This design comes from an exercise in tuning for small area, a short achievable clock period and few clock cycles per item on the open sky130 flow, not from production work. Function was checked by simulation only, so behaviour that the tests miss may differ from the original.

==> flow/design.v (excerpt) <==
module biriscv_divider
(
     input           clk_i
    ,input           rst_i
    ,input           opcode_valid_i
    ,input  [ 31:0]  opcode_opcode_i
    ,input  [ 31:0]  opcode_pc_i
    ,input           opcode_invalid_i
    ,input  [  4:0]  opcode_rd_idx_i
    ,input  [  4:0]  opcode_ra_idx_i
    ,input  [  4:0]  opcode_rb_idx_i
    ,input  [ 31:0]  opcode_ra_operand_i
    ,input  [ 31:0]  opcode_rb_operand_i
    ,output          writeback_valid_o
    ,output [ 31:0]  writeback_value_o
);
For scale: ~1600 cells after synthesis, about 110 flip-flops, ~180 I/O pins, about 0.012 sq mm of cells after synthesis.
export LEC_CHECK = 0
export CAP_MARGIN = 20
export CORE_MARGIN = 2
export CORE_UTILIZATION = 40
export SETUP_SLACK_MARGIN = 1.1
export SLEW_MARGIN = 20
create_clock -name core_clock -period 7.0 [get_ports {clk_i}]
standard.sh (not shown) runs the stock make flow with config.mk's settings and CLKGATE_MAP_FILE= SYNTH_SCRIPT=/design/flow/synth_recipe.tcl, a recipe that flattens the netlist after the stock synthesis.
==> flow/flow/run.sh <==
#!/bin/bash
# Standard layout, with plain buffers (buf_1) on the ports instead of the
# default delay cells; repair resizes them where timing needs it.
set -euo pipefail
export BUFFER_PORTS_ARGS="-buffer_cell sky130_fd_sc_hd__buf_1"
bash standard.sh > standard.log 2>&1
The starting point ran to the end with no violations.
Testbench counts at the start, summed over its fixed seeds: cycles 19,868, ops 4,800.
Change:
- GPL_TIMING_DRIVEN: not set -> 0
- SETUP_SLACK_MARGIN: 1.1 -> 1.25
Clock skew stays flat.
Cell area goes up by a few percent.
Routed wire length goes up by roughly a tenth.
Fmax goes up by a few percent.
Sequential share of layout area goes down by 0.65 points.
Synthesized area stays the same.
Via count goes up by a few percent.
Global-route usage goes up by 3.0 points.
Change:
--- a/flow/flow/run.sh
+++ b/flow/flow/run.sh
@@ -4,3 +4,4 @@
 set -euo pipefail
 export BUFFER_PORTS_ARGS="-buffer_cell sky130_fd_sc_hd__buf_1"
+export RECOVER_POWER=100
 bash standard.sh > standard.log 2>&1
- GPL_TIMING_DRIVEN: 0 -> not set
After rerunning: The new run ran to the end with violations: capacitance limit, slew limit; die area stays the same; via count shrinks by 5.1%; setup slack is worse by 0.48 ns; sequential cell count is unchanged; hold slack hardly moves; clock-buffer cell count grows by 1.
Change:
--- a/flow/flow/run.sh
+++ b/flow/flow/run.sh
@@ -4,4 +4,3 @@
 set -euo pipefail
 export BUFFER_PORTS_ARGS="-buffer_cell sky130_fd_sc_hd__buf_1"
-export RECOVER_POWER=100
 bash standard.sh > standard.log 2>&1
Outcome: Now the flow ran to the end with no violations; maximum frequency goes up by 9.0%; clock skew barely changes; worst setup slack improves by 0.50 ns; final area goes up by 1.0%; die area is unchanged; non-clock buffer count does not change; wire length goes up by 0.34%.
Change:
- SETUP_SLACK_MARGIN: 1.25 -> 1.5
What happened:
- The new run went through all stages and came out clean
- wire length rose by 3.8%
- setup slack is better by 0.026 ns
- final area rose by 4.9%
- utilization rose by 2.3 points
- sequential share of layout area fell by 0.68 points
Change:
- PLACE_DENSITY: not set -> 0.75
- SETUP_SLACK_MARGIN: 1.5 -> 1.25
What happened: Synthesized cell count stays the same. Worst hold slack barely changes. Final cell count is lower by 1.6%. Synthesized area is unchanged. Design area is lower by 4.1%.

* * *

The RTL this note starts from:
==> flow/design.v <==
module biriscv_divider
(
     input           clk_i
    ,input           rst_i
    ,input           opcode_valid_i
    ,input  [ 31:0]  opcode_opcode_i
    ,input  [ 31:0]  opcode_pc_i
    ,input           opcode_invalid_i
    ,input  [  4:0]  opcode_rd_idx_i
    ,input  [  4:0]  opcode_ra_idx_i
    ,input  [  4:0]  opcode_rb_idx_i
    ,input  [ 31:0]  opcode_ra_operand_i
    ,input  [ 31:0]  opcode_rb_operand_i
    ,output          writeback_valid_o
    ,output [ 31:0]  writeback_value_o
);
function low_mask32;
    input [31:0] x;
    begin
        low_mask32 = ~|(x[31:1] & ~x[30:0]);
    end
endfunction
wire div_rem_inst_w = ((opcode_opcode_i & 32'hfe00707f)  == 32'h2004033)  ||
                      ((opcode_opcode_i & 32'hfe00707f) == 32'h2005033) ||
                      ((opcode_opcode_i & 32'hfe00707f)  == 32'h2006033)  ||
                      ((opcode_opcode_i & 32'hfe00707f) == 32'h2007033);
wire start_w  = opcode_valid_i & div_rem_inst_w;
wire signed_w = ~opcode_opcode_i[12];    
wire div_w    = ~opcode_opcode_i[13];    
wire [31:0] a_w = opcode_ra_operand_i;
wire [31:0] b_w = opcode_rb_operand_i;
wire a_neg_w  = signed_w & a_w[31];
wire b_neg_w  = signed_w & b_w[31];
wire [31:0] a_abs_w = a_neg_w ? -a_w : a_w;
wire [31:0] a_inv_w = a_w ^ {32{a_neg_w}};
wire [31:0] b_inv_w = b_w ^ {32{b_neg_w}};
wire [5:0]  za_w;
wire [5:0]  zb_w;
biriscv_divider_clz u_clz_a (.x_i(a_inv_w), .z_o(za_w));
biriscv_divider_clz u_clz_b (.x_i(b_inv_w), .z_o(zb_w));
wire        pa_w    = a_neg_w & low_mask32(a_inv_w);
wire        pb_w    = b_neg_w & low_mask32(b_inv_w);
wire        b_zero_w = zb_w[5] & ~b_neg_w;
wire [5:0]  za_x_w   = za_w - {5'b0, pa_w};
wire [5:0]  zb_x_w   = zb_w - {5'b0, pb_w};
wire [6:0]  shift_w  = {1'b0, zb_x_w} - {1'b0, za_x_w};
wire        no_q_w   = shift_w[6] | b_zero_w;
wire [4:0]  sh_w     = {shift_w[4:1], 1'b1};
wire [64:0] e_sh_w   = {1'b1, ~b_inv_w, {32{~b_neg_w}}} << sh_w;
wire [32:0] e_init_w = e_sh_w[64:32];
reg        busy_q;
reg        valid_q;
reg [3:0]  cnt_q;
reg        div_q;       
reg        neg_q;       
reg [31:0] r_q;         
reg [32:0] e_q;         
reg        c_q;         
reg [31:0] q_q;         
wire [33:0] sub1_w  = {2'b0, r_q} + {1'b1, e_q} + {33'b0, c_q};
wire        q1_w    = ~sub1_w[33];
wire [31:0] r1_w    = q1_w ? sub1_w[31:0] : r_q;
wire [32:0] e1_w    = {1'b1, e_q[32:1]};
wire [33:0] sub2_w  = {2'b0, r1_w} + {1'b1, e1_w} + {33'b0, c_q};
wire        q2_w    = ~sub2_w[33];
wire [31:0] r2_w    = q2_w ? sub2_w[31:0] : r1_w;
always @(posedge clk_i or posedge rst_i)
if (rst_i)
begin
    busy_q  <= 1'b0;
    valid_q <= 1'b0;
    cnt_q   <= 4'b0;
end
else if (busy_q)
begin
    cnt_q   <= cnt_q - 4'd1;
    if (cnt_q == 4'd0)
    begin
        valid_q <= 1'b1;
        busy_q  <= 1'b0;
    end
    else
        valid_q <= 1'b0;
end
else
begin
    cnt_q   <= sh_w[4:1];
    valid_q <= start_w & no_q_w;
    busy_q  <= start_w & ~no_q_w;
end
always @(posedge clk_i)
if (busy_q)
begin
    r_q <= r2_w;
    e_q <= {2'b11, e_q[32:2]};
    q_q <= {q_q[29:0], q1_w, q2_w};
end
else
begin
    r_q   <= a_abs_w;
    e_q   <= e_init_w;
    c_q   <= ~b_neg_w;
    q_q   <= {32{b_zero_w}};
    div_q <= div_w;
    neg_q <= div_w ? (a_neg_w ^ b_neg_w) & ~b_zero_w : a_neg_w;
end
wire [31:0] res_w = div_q ? q_q : r_q;
assign writeback_valid_o = valid_q;
assign writeback_value_o = neg_q ? -res_w : res_w;
endmodule
module biriscv_divider_clz
(
     input  [31:0] x_i
    ,output [5:0]  z_o
);
wire [15:0] v1; wire [15:0] c1;
wire [7:0]  v2; wire [15:0] c2;
wire [3:0]  v3; wire [11:0] c3;
wire [1:0]  v4; wire [7:0]  c4;
genvar i;
generate
for (i = 0; i < 16; i = i + 1)
begin : l1
    assign v1[i] = x_i[2*i+1] | x_i[2*i];
    assign c1[i] = ~x_i[2*i+1];
end
for (i = 0; i < 8; i = i + 1)
begin : l2
    assign v2[i]         = v1[2*i+1] | v1[2*i];
    assign c2[2*i+1:2*i] = v1[2*i+1] ? {1'b0, c1[2*i+1]} : {1'b1, c1[2*i]};
end
for (i = 0; i < 4; i = i + 1)
begin : l3
    assign v3[i]         = v2[2*i+1] | v2[2*i];
    assign c3[3*i+2:3*i] = v2[2*i+1] ? {1'b0, c2[4*i+3:4*i+2]} : {1'b1, c2[4*i+1:4*i]};
end
for (i = 0; i < 2; i = i + 1)
begin : l4
    assign v4[i]         = v3[2*i+1] | v3[2*i];
    assign c4[4*i+3:4*i] = v3[2*i+1] ? {1'b0, c3[6*i+5:6*i+3]} : {1'b1, c3[6*i+2:6*i]};
end
endgenerate
wire       v5 = v4[1] | v4[0];
wire [4:0] c5 = v4[1] ? {1'b0, c4[7:4]} : {1'b1, c4[3:0]};
assign z_o = v5 ? {1'b0, c5} : 6'd32;
endmodule
Settings: LEC_CHECK=0, CAP_MARGIN=20, CORE_MARGIN=2, CORE_UTILIZATION=40, SETUP_SLACK_MARGIN=1.75, SLEW_MARGIN=20; clock period 7.0 ns.
==> flow/flow/run.sh <==
#!/bin/bash
# Standard layout, with plain buffers (buf_1) on the ports instead of the
# default delay cells; repair resizes them where timing needs it.
set -euo pipefail
export BUFFER_PORTS_ARGS="-buffer_cell sky130_fd_sc_hd__buf_1"
bash standard.sh > standard.log 2>&1
The baseline finished with timing, DRC and antenna clean.
Testbench counts at the start, summed over its fixed seeds: cycles 19,588, ops 4,800.
==> next run, changes <==
Settings changed: SETUP_SLACK_MARGIN 1.75 to 1.0.
Result:
- design area shrinks by 13%
- worst hold slack gets better by 0.0069 ns
- first-iteration DRC count shrinks by 19%
- worst setup slack gets worse by 0.41 ns
- count of clock-buffer cells in the layout stays the same
- global-route usage shrinks by 1.1 points
- routed wire length shrinks by 8.6%
- die area is unchanged
- flip-flop and latch count does not change
- cell count shrinks by 4.0%
==> next run, changes <==
Settings changed: SETUP_SLACK_MARGIN 1.0 to 1.5.
=> The new run produced a clean layout. Register-to-register slack is better by 0.45 ns. Utilization increases by 2.9 points. Final area climbs by a few percent.

==> afterwards: timing with drivers on the ports <==
No port has a modelled driver above. Below, the same layouts with a new extraction and two added sets of constraints. Step 1 assumes that a clkbuf_16 drives the clock port and a buf_2 every other input. Step 2 also shifts input and output timing later by t, the mid clock arrival at the registers, as if the neighbouring blocks saw the same clock. Slacks: no drivers / after step 1 / after step 2; pairs: no drivers / after step 1.
| run | t, ns | setup WS [ns] | worst setup path at the end |
|---|---|---|---|
| the first run of note 1 | 0.392 | 1.294 / 1.319 / 0.927 | input to register |
| the second run of note 1 | 0.392 | 1.427 / 1.408 / 1.016 | input to register |
| the third run of note 1 | 0.388 | 0.944 / 0.961 / 0.573 | input to register |
| the fourth run of note 1 | 0.388 | 1.445 / 1.461 / 1.073 | input to register |
| the fifth run of note 1 | 0.393 | 1.471 / 1.485 / 1.093 | input to register |
| the sixth run of note 1 | 0.391 | 1.402 / 1.427 / 1.036 | input to register |
| the first run of note 2 | 0.408 | 1.633 / 1.633 / 1.225 | input to register |
| the second run of note 2 | 0.407 | 1.225 / 1.225 / 0.904 | input to register |
| the third run of note 2 | 0.403 | 1.491 / 1.516 / 1.113 | input to register |
For the second run of note 1, which loses most, drivers alone change the setup slack by -0.019 ns; drivers and shift together by -0.411 ns.
